This design comes from an exercise in tuning for small area on the open sky130 flow, not from production work. In this exercise RTL edits were held to simulation tests only and were not proved equivalent to the original. Power figures rest on the tool's default switching activity, not on a simulated workload.

// rec_fsm
module rec_fsm(mid_clk, clk, rst, serial_inp, VSS_LCD, VCCC, VEE, RS, RW, ENE, s_out, LEDP, LEDN);
Settings: LEC_CHECK=0, CAP_MARGIN=20, CORE_AREA=2.3 2.72 63.48 62.56, CTS_BUF_LIST=sky130_fd_sc_hd__clkbuf_4, DIE_AREA=0 0 66 66, SLEW_MARGIN=20; clock period 10.0 ns.
standard.sh (not shown) runs the stock make flow with config.mk's settings and CLKGATE_MAP_FILE= SYNTH_SCRIPT=/design/flow/synth_recipe.tcl, a recipe that flattens the netlist after the stock synthesis.
==> flow/flow/run.sh <==
#!/bin/bash
# Layout flow: the standard ORFS flow (standard.sh) with three changes.
#  1. Synthesis is the standard synthesis except that the ABC call mapping the
#     logic to cells runs flow/area.abc (area-oriented) instead of ORFS's
#     delay-oriented script; registers are untouched.
#  2. Port buffers (one per input and output port, as in the standard flow) are
#     sky130_fd_sc_hd__buf_1.
#  3. Constant outputs share one tie-high and one tie-low cell (no tie cloning).
# Each tool's full output is in the ORFS logs under orfs/logs; make's output is in
# standard.log.
set -euo pipefail
export AREA_ABC_SCRIPT="$PWD/flow/area.abc"
bash standard.sh SYNTH_SCRIPT="$PWD/flow/synth_area.tcl" \
  "BUFFER_PORTS_ARGS=-buffer_cell sky130_fd_sc_hd__buf_1" \
  "CTS_ARGS=-repair_clock_nets -buf_list sky130_fd_sc_hd__clkbuf_8 -dont_use_dummy_load" \
  SKIP_REPAIR_TIE_FANOUT=1 finish > standard.log 2>&1
==> flow/flow/area.abc <==
strash; &get -n; &deepsyn -I 10 -J 50; &put; dch; map -a
==> flow/flow/synth_area.tcl <==
# The standard flow's synthesis script (synth_recipe.tcl) with one change: the ABC call that
# maps the logic to cells runs flow/area.abc instead of ORFS's delay-oriented
# script. Everything else, registers included, is the standard synthesis.
proc synth {args} { yosys synth -nofsm -noshare {*}$args }
proc abc {args} {
  set i [lsearch -exact $args -script]
  if { $i >= 0 } {
    lset args [expr {$i + 1}] $::env(AREA_ABC_SCRIPT)
  }
  yosys abc {*}$args
}
source $::env(SCRIPTS_DIR)/synth.tcl
# left out here: clear keep_hierarchy, flatten, clean up, hide names made inside functions, write 1_2_yosys.v
The starting point produced a clean layout.
Change:
--- a/flow/flow/run.sh
+++ b/flow/flow/run.sh
@@ -14,3 +14,3 @@
   "BUFFER_PORTS_ARGS=-buffer_cell sky130_fd_sc_hd__buf_1" \
-  "CTS_ARGS=-repair_clock_nets -buf_list sky130_fd_sc_hd__clkbuf_8 -dont_use_dummy_load" \
+  "CTS_ARGS=-sink_clustering_enable -repair_clock_nets -buf_list sky130_fd_sc_hd__clkbuf_4 -dont_use_dummy_load" \
   SKIP_REPAIR_TIE_FANOUT=1 finish > standard.log 2>&1
Non-clock buffer count is unchanged.
Synthesized area is unchanged.
Worst hold slack gains 0.0079 ns.
Change:
--- a/flow/flow/run.sh
+++ b/flow/flow/run.sh
@@ -14,3 +14,3 @@
   "BUFFER_PORTS_ARGS=-buffer_cell sky130_fd_sc_hd__buf_1" \
-  "CTS_ARGS=-sink_clustering_enable -repair_clock_nets -buf_list sky130_fd_sc_hd__clkbuf_4 -dont_use_dummy_load" \
+  "CTS_ARGS=-sink_clustering_enable -repair_clock_nets -buf_list sky130_fd_sc_hd__clkbuf_8 -sink_clustering_size 30 -sink_clustering_max_diameter 300 -dont_use_dummy_load" \
   SKIP_REPAIR_TIE_FANOUT=1 finish > standard.log 2>&1
Synthesized area does not change.
Cell area rose by 1.8%.
First-iteration DRC count came out lower by 1.5%.
Die area is unchanged.
Wire length rises by 0.99%.
Core utilization rises by 0.51 points.

========
The RTL this note starts from:
==> flow/design.v <==
module clock_divider(in_clk, rst, out_clk, rise);
input in_clk, rst;
output reg out_clk;
output rise;
reg t;
reg [4:0] n;
wire fb = n[4] ? (n[2] & (n[0] | n[3])) : ~n[2];
wire wrap = t & n[4] & ~n[3] & ~n[1] & ~n[0];    
always @(posedge in_clk or posedge rst)
  if (rst) begin
    t <= 1'b0;
    n <= 5'd0;
    out_clk <= 1'b0;
  end else begin
    t <= ~t;
    n <= {n[3:0], fb};
    out_clk <= out_clk ^ wrap;
  end
assign rise = wrap & ~out_clk;
endmodule
module trans_fsm(clk, rst, tick, serial_inp, ischar, ap, dsh, broot, fst);
input clk, rst, tick, serial_inp, ischar;
output ap, dsh, broot, fst;
reg [3:0] z;
wire [3:0] zn;
assign zn[0] = (~z[0] & ~z[2] & ~serial_inp) | (z[0] & z[2]) | (z[2] & z[3]);
assign zn[1] = (z[0] & serial_inp) | (z[2] & serial_inp);
assign zn[2] = (z[0] & ~z[1]) | (~z[1] & z[2]);
assign zn[3] = (~z[0] & z[2] & ~z[3]) | (z[0] & ~z[2] & serial_inp) | (z[2] & ~z[3] & ischar);
assign ap = (z[1] & z[2] & ~serial_inp & ~ischar) | (~z[1] & ~z[2] & z[3]) | (z[1] & z[2] & z[3] & ~serial_inp) | (~z[0] & z[1] & ~serial_inp);
assign dsh = (~z[0] & ~z[2]);
assign broot = (z[0] & z[2] & ~ischar) | (z[0] & z[3]);
assign fst = (z[0] & z[3]);
always @(posedge clk or posedge rst)
  if (rst) z <= 4'd0;
  else if (tick) z <= zn;
endmodule
module rec_fsm(mid_clk, clk, rst, serial_inp, VSS_LCD, VCCC, VEE, RS, RW, ENE, s_out, LEDP, LEDN);
input serial_inp, rst, clk;
output [7:0] s_out;
output mid_clk;
output VSS_LCD, VCCC, VEE, RS, RW, ENE, LEDP, LEDN;
assign VSS_LCD = 1'b0;
assign VCCC = 1'b1;
assign VEE = 1'b1;
assign RS = 1'b1;
assign RW = 1'b0;
assign ENE = 1'b1;
assign LEDP = 1'b1;
assign LEDN = 1'b0;
wire tick, ap, dsh, broot, fst;
clock_divider clk_rec(.in_clk(clk), .rst(rst), .out_clk(mid_clk), .rise(tick));
trans_fsm trans_rec(.clk(clk), .rst(rst), .tick(tick), .serial_inp(serial_inp), .ischar(ischar), .ap(ap), .dsh(dsh), .broot(broot), .fst(fst));
reg [5:0] r;
wire valid, ischar, hb;
wire [6:0] a;
assign valid = (r[0] & r[1] & r[2] & r[3] & ~dsh) | (r[1] & ~r[4] & ~r[5]) | (~r[0] & r[1] & ~r[3] & ~r[5] & dsh) | (r[2] & ~r[4] & ~r[5]) | (r[0] & ~r[1] & ~r[3] & ~r[5]) | (r[0] & ~r[1] & ~r[2] & ~r[5]) | (~r[0] & ~r[2] & r[3] & ~r[5] & ~dsh) | (~r[1] & r[2] & ~r[3] & ~r[5] & dsh);
assign ischar = (r[3] & ~r[4]) | (~r[1] & r[2]) | (r[1] & r[3]) | (r[1] & ~r[4]) | (~r[2] & ~r[3] & r[4]) | (r[0] & r[2]);
assign hb = (r[1] & ~r[4]) | (r[0] & ~r[2] & r[3] & ~r[4]) | (r[1] & ~r[2] & ~r[3]) | (r[0] & ~r[3] & r[4]) | (~r[0] & ~r[1] & r[3] & r[4]);
assign a[0] = (r[0] & ~r[2] & r[3]) | (~r[1] & r[2] & r[3] & ~r[5]) | (~r[0] & ~r[3] & r[5]) | (~r[0] & r[1] & ~r[4] & ~r[5]) | (~r[1] & ~r[3] & ~r[4]);
assign a[1] = (r[0] & r[1] & r[2] & ~r[3]) | (~r[0] & r[2] & ~r[3] & r[4]) | (~r[1] & r[3] & ~r[4]) | (r[0] & r[2] & r[3] & r[4]) | (~r[0] & r[3] & ~r[4] & ~r[5]) | (~r[0] & r[1] & ~r[2] & r[4] & ~r[5]) | (r[3] & r[4] & r[5]);
assign a[2] = (r[1] & r[2] & ~r[3]) | (~r[0] & ~r[1] & ~r[3] & r[4]) | (r[1] & r[3] & r[5]) | (r[0] & r[3] & ~r[4] & ~r[5]) | (r[1] & ~r[3] & ~r[4]) | (~r[1] & r[2] & r[3] & ~r[4] & ~r[5]);
assign a[3] = (r[0] & ~r[1] & ~r[3]) | (~r[0] & ~r[2] & r[4]) | (~r[0] & r[2] & r[3] & ~r[5]) | (r[1] & r[2] & ~r[3] & ~r[4]);
assign a[4] = (r[0] & ~r[2]) | (~r[2] & r[3]) | (~r[0] & r[2] & r[4]) | (r[5]);
assign a[6] = (~r[5]);
always @(posedge clk or posedge rst)
  if (rst)
    r <= 6'd1;
  else if (tick) begin
    if (ap) begin
      if (broot) r <= 6'd2;
      else if (valid) r <= {r[4:0], dsh ^ hb};
      else r <= 6'd1;
    end else if (broot) r <= 6'd1;
  end
assign s_out = {1'b0, fst & a[6], ~(fst & a[6]), fst & a[4], fst & a[3], fst & a[2], fst & a[1], fst & a[0]};
endmodule
clock: 10.0 ns
lec_check: 0
cap_margin: 20
core_area: 2.3 2.72 63.48 62.56
cts_buf_list: sky130_fd_sc_hd__clkbuf_4
die_area: 0 0 66 66
slew_margin: 20
==> flow/flow/run.sh <==
#!/bin/bash
# Layout flow: the standard ORFS flow (standard.sh) with three changes.
#  1. Synthesis is the standard synthesis except that the ABC call mapping the
#     logic to cells runs flow/area.abc (area-oriented) instead of ORFS's
#     delay-oriented script; registers are untouched.
#  2. Port buffers (one per input and output port, as in the standard flow) are
#     sky130_fd_sc_hd__buf_1.
#  3. Constant outputs share one tie-high and one tie-low cell (no tie cloning).
# Each tool's full output is in the ORFS logs under orfs/logs; make's output is in
# standard.log.
set -euo pipefail
export AREA_ABC_SCRIPT="$PWD/flow/area.abc"
bash standard.sh SYNTH_SCRIPT="$PWD/flow/synth_area.tcl" \
  "BUFFER_PORTS_ARGS=-buffer_cell sky130_fd_sc_hd__buf_1" \
  "CTS_ARGS=-sink_clustering_enable -repair_clock_nets -buf_list sky130_fd_sc_hd__clkbuf_4 -dont_use_dummy_load -sink_clustering_size 30 -sink_clustering_max_diameter 300" \
  SKIP_REPAIR_TIE_FANOUT=1 finish > standard.log 2>&1
Scripts as last shown in full above: flow/flow/area.abc, flow/flow/synth_area.tcl
==> next run, changes <==
--- a/flow/flow/run.sh
+++ b/flow/flow/run.sh
@@ -15 +14,0 @@
-  "CTS_ARGS=-sink_clustering_enable -repair_clock_nets -buf_list sky130_fd_sc_hd__clkbuf_4 -dont_use_dummy_load -sink_clustering_size 30 -sink_clustering_max_diameter 300" \
Sequential share of layout area drops by 0.28 points; power climbs by 4.1%; utilization climbs by 0.21 points; worst setup slack loses 0.024 ns; synthesized cell count does not change; routed wire length does not change; clock power climbs by 13%; area after synthesis does not change; design area climbs by 0.71%; sequential cell count stays the same.

==> afterwards: timing with drivers on the ports <==
Ports are ideal in the flow. The routed layouts listed here were re-timed in OpenROAD. Step 1 (the two cells are an assumption about what drives the block):
set clk [get_ports {clk}]
set_driving_cell -lib_cell sky130_fd_sc_hd__clkbuf_16 $clk
set_driving_cell -lib_cell sky130_fd_sc_hd__buf_2 [delete_from_list [all_inputs] $clk]
Step 2 adds t to the input delays and takes it off the output delays; t is the mean of the earliest and latest rising clock arrival at the registers after step 1. Input paths then give back, and output paths get back, about the clock's delay inside the block. Slacks: ideal ports / drivers / drivers and shift; pairs: ideal ports / drivers.
run	t, ns	slack for setup (ns)	worst register clock-pin slew, ns
the first run of note 1	0.269	6.128 / 6.107 / 6.376	0.07 / 0.07
the second run of note 1	0.300	6.090 / 6.071 / 6.371	0.10 / 0.10
the third run of note 1	0.269	6.128 / 6.107 / 6.376	0.07 / 0.07
the first run of note 2	0.300	6.090 / 6.071 / 6.371	0.10 / 0.10
the second run of note 2	0.310	6.065 / 6.047 / 6.357	0.10 / 0.10
After both steps setup and hold are still met in every run listed.
